This is an optimization exercise on Yosys and OpenROAD, whose aim is small area and a short achievable clock period, not a production implementation. Where RTL was checked, it was by simulation tests only, not by an equivalence proof against the original. No activity file was given, so power comes from the tool's default toggle rates.

## the previous run
Design LEGLiteSingle, start of the top module:
module LEGLiteSingle(
	output [15:0] iaddr,    
	output [15:0] daddr,    
	output        dwrite,   
	output        dread,    
	output [15:0] dwdata,   
	output [15:0] alu_out,  
	input         clock,
	input  [15:0] idata,    
	input  [15:0] ddata,    
	input         reset
	);
export LEC_CHECK = 0
export CAP_MARGIN = 20
export CORE_MARGIN = 2
export CORE_UTILIZATION = 40
export SLEW_MARGIN = 20
create_clock -name core_clock -period 10.0 [get_ports {clock}]
standard.sh (not shown) runs the stock make flow with config.mk's settings and CLKGATE_MAP_FILE= SYNTH_SCRIPT=/design/flow/synth_recipe.tcl, a recipe that flattens the netlist after the stock synthesis.
==> flow/flow/run.sh <==
#!/bin/bash
# Standard ORFS layout, but port buffers use the small buf_1 cell instead of the
# delay buffer buffer_ports picks by default.
set -euo pipefail
bash standard.sh "BUFFER_PORTS_ARGS=-buffer_cell sky130_fd_sc_hd__buf_1" finish > standard.log 2>&1
The final layout from the previous run, which completed every stage, passed the timing, DRC and antenna checks at the end of the flow.
For the current run, these inputs were changed with respect to the previous run:
- an added SETUP_SLACK_MARGIN of 3
Results
- The current run ended up with registers as its group with the largest share of power; the previous run ended up with clock.
- When the current run is set beside the previous run, its non-clock buffer count turns out to be about 40% larger.
- Summary — clock power, the current run relative to the previous run: lower, by 9.7%.
- Compared with the previous run, the current run shows a higher final wirelength.
- Across both runs, final design instance area without fill was higher for the current run than for the previous run.
Function was not checked in any run of this note: the RTL went through the layout flow alone.

* * *

Another version of the RTL of LEGLiteSingle (not shown whole).
For scale: ~130 flip-flops, about 100 I/O pins, roughly 0.0072 mm^2 of cells after synthesis.
export LEC_CHECK = 0
export CAP_MARGIN = 20
export CORE_MARGIN = 2
export CORE_UTILIZATION = 40
export SETUP_SLACK_MARGIN = 3.2
export SLEW_MARGIN = 20
export SYNTH_HIERARCHICAL = 1
create_clock -name core_clock -period 10.0 [get_ports {clock}]
==> flow/flow/run.sh <==
#!/bin/bash
# The standard ORFS layout with these changes:
#  - port buffers are buf_1 instead of the delay cell buffer_ports picks;
#  - after floorplan, logic cells that synthesis upsized are set back to their
#    smallest size (flow/downsize.tcl), so that repair upsizes only what
#    timing needs;
#  - clock tree from clkbuf_8 without dummy loads.
# ORFS writes each step's log under orfs/logs/; make's own output goes to
# standard.log.
set -euo pipefail
HERE=$(pwd)
bash standard.sh \
  "BUFFER_PORTS_ARGS=-buffer_cell sky130_fd_sc_hd__buf_1" \
  "POST_FLOORPLAN_TCL=$HERE/flow/downsize.tcl" \
  "CTS_ARGS=-sink_clustering_enable -repair_clock_nets -buf_list sky130_fd_sc_hd__clkbuf_8 -dont_use_dummy_load" \
  finish > standard.log 2>&1
==> flow/flow/downsize.tcl <==
# Resize every logic cell that synthesis upsized back to its smallest drive
# strength; later repair steps upsize only what timing needs.
set n_down 0
foreach inst [[ord::get_db_block] getInsts] {
  set m [[$inst getMaster] getName]
  if {[string match "*df*" $m] || [string match "*conb*" $m] || [string match "*tap*" $m]} { continue }
  if {![regexp {^(sky130_fd_sc_hd__[a-z0-9]+)_([0-9]+)$} $m -> base drive]} { continue }
  foreach d {0 1 2} {
    if {$d >= $drive} { break }
    set cand ${base}_$d
    set lc [get_lib_cells -quiet */$cand]
    if {$lc == ""} { continue }
    if {[get_property $lc dont_use]} { continue }
    replace_cell [$inst getName] $cand
    incr n_down
    break
  }
}
puts "downsize: $n_down cells downsized"
Rerun with:
==> flow/flow/run.sh (replaced) <==
#!/bin/bash
# The standard ORFS layout with these changes:
#  - port buffers are buf_1 instead of the delay cell buffer_ports picks;
#  - after floorplan, logic cells that synthesis upsized are set back to their
#    smallest size (flow/downsize.tcl), so that repair upsizes only what
#    timing needs;
#  - clock tree from clkbuf_4 in clusters at most 30 um across, without dummy loads;
set -euo pipefail
HERE=$(pwd)
ARGS=(
  "BUFFER_PORTS_ARGS=-buffer_cell sky130_fd_sc_hd__buf_1"
  "POST_FLOORPLAN_TCL=$HERE/flow/downsize.tcl"
  "CTS_ARGS=-sink_clustering_enable -repair_clock_nets -buf_list sky130_fd_sc_hd__clkbuf_4 -dont_use_dummy_load -sink_clustering_max_diameter 30"
)
bash standard.sh "${ARGS[@]}" cts > standard_cts.log 2>&1
bash standard.sh "${ARGS[@]}" SETUP_SLACK_MARGIN=2.6 finish > standard_finish.log 2>&1
- SETUP_SLACK_MARGIN: 3.2 -> 3
After rerunning: Final cell count came out lower by 5.6%; synthesized cell count does not change; via count came out lower by about 4.4%; non-clock buffer count came out lower by 58; combinational power came out lower by about 20%; area after synthesis stays the same; wire length came out lower by 5.8%.
Rerun with:
==> flow/flow/run.sh (replaced) <==
#!/bin/bash
# The standard ORFS layout with these changes:
#  - port buffers are buf_1 instead of the delay cell buffer_ports picks;
#  - after floorplan, logic cells that synthesis upsized are set back to their
#    smallest size (flow/downsize.tcl), so that repair upsizes only what
#    timing needs;
#  - clock tree from clkbuf_4 in clusters at most 30 um across, without dummy loads.
# ORFS writes each step's log under orfs/logs/; make's own output goes to
# standard.log.
set -euo pipefail
HERE=$(pwd)
bash standard.sh \
  "BUFFER_PORTS_ARGS=-buffer_cell sky130_fd_sc_hd__buf_1" \
  "POST_FLOORPLAN_TCL=$HERE/flow/downsize.tcl" \
  "CTS_ARGS=-sink_clustering_enable -repair_clock_nets -buf_list sky130_fd_sc_hd__clkbuf_4 -dont_use_dummy_load -sink_clustering_max_diameter 30" \
  finish > standard.log 2>&1
- SETUP_SLACK_MARGIN: 3 -> 2.8
Via count goes up slightly.
Combinational power came out higher slightly.
Wire length stays flat.
Utilization went up by 0.20 points.
Hold slack hardly moves.
Die area stays the same.
Clock skew hardly moves.

-- afterwards: timing with drivers on the ports --
The results above use ideal ports. As a check the final layouts listed here were re-extracted and re-timed, cells and wires unchanged. Step 1, drivers: a clkbuf_16 drives clock and a buf_2 each remaining input, both assumed. Step 2 times the ports against the registers' clock, not the clock port: input delays grow and output delays shrink by t, the midpoint of the rising clock arrivals with the driver on. Slacks: ideal / step 1 / step 2; pairs: ideal / step 1.
| run | shift t [ns] | slack for setup (ns) | latest minus earliest clock arrival (ns) | pins driven straight from the clock port |
|---|---|---|---|---|
| the previous run | 0.472 | 1.240 / 1.192 / 1.192 | 0.008 / 0.008 | 1 |
| the current run | 0.472 | 2.263 / 2.219 / 2.219 | 0.028 / 0.028 | 1 |
| the first run of note 2 | 0.463 | 3.184 / 3.140 / 3.043 | 0.025 / 0.024 | 1 |
| the second run of note 2 | 0.554 | 2.967 / 2.946 / 2.946 | 0.031 / 0.031 | 1 |
| the third run of note 2 | 0.554 | 2.983 / 2.959 / 2.959 | 0.030 / 0.031 | 1 |
After both steps every run listed still meets setup and hold. For the first run of note 2, which loses most, drivers alone change the setup slack by -0.044 ns; drivers and shift together by -0.141 ns.
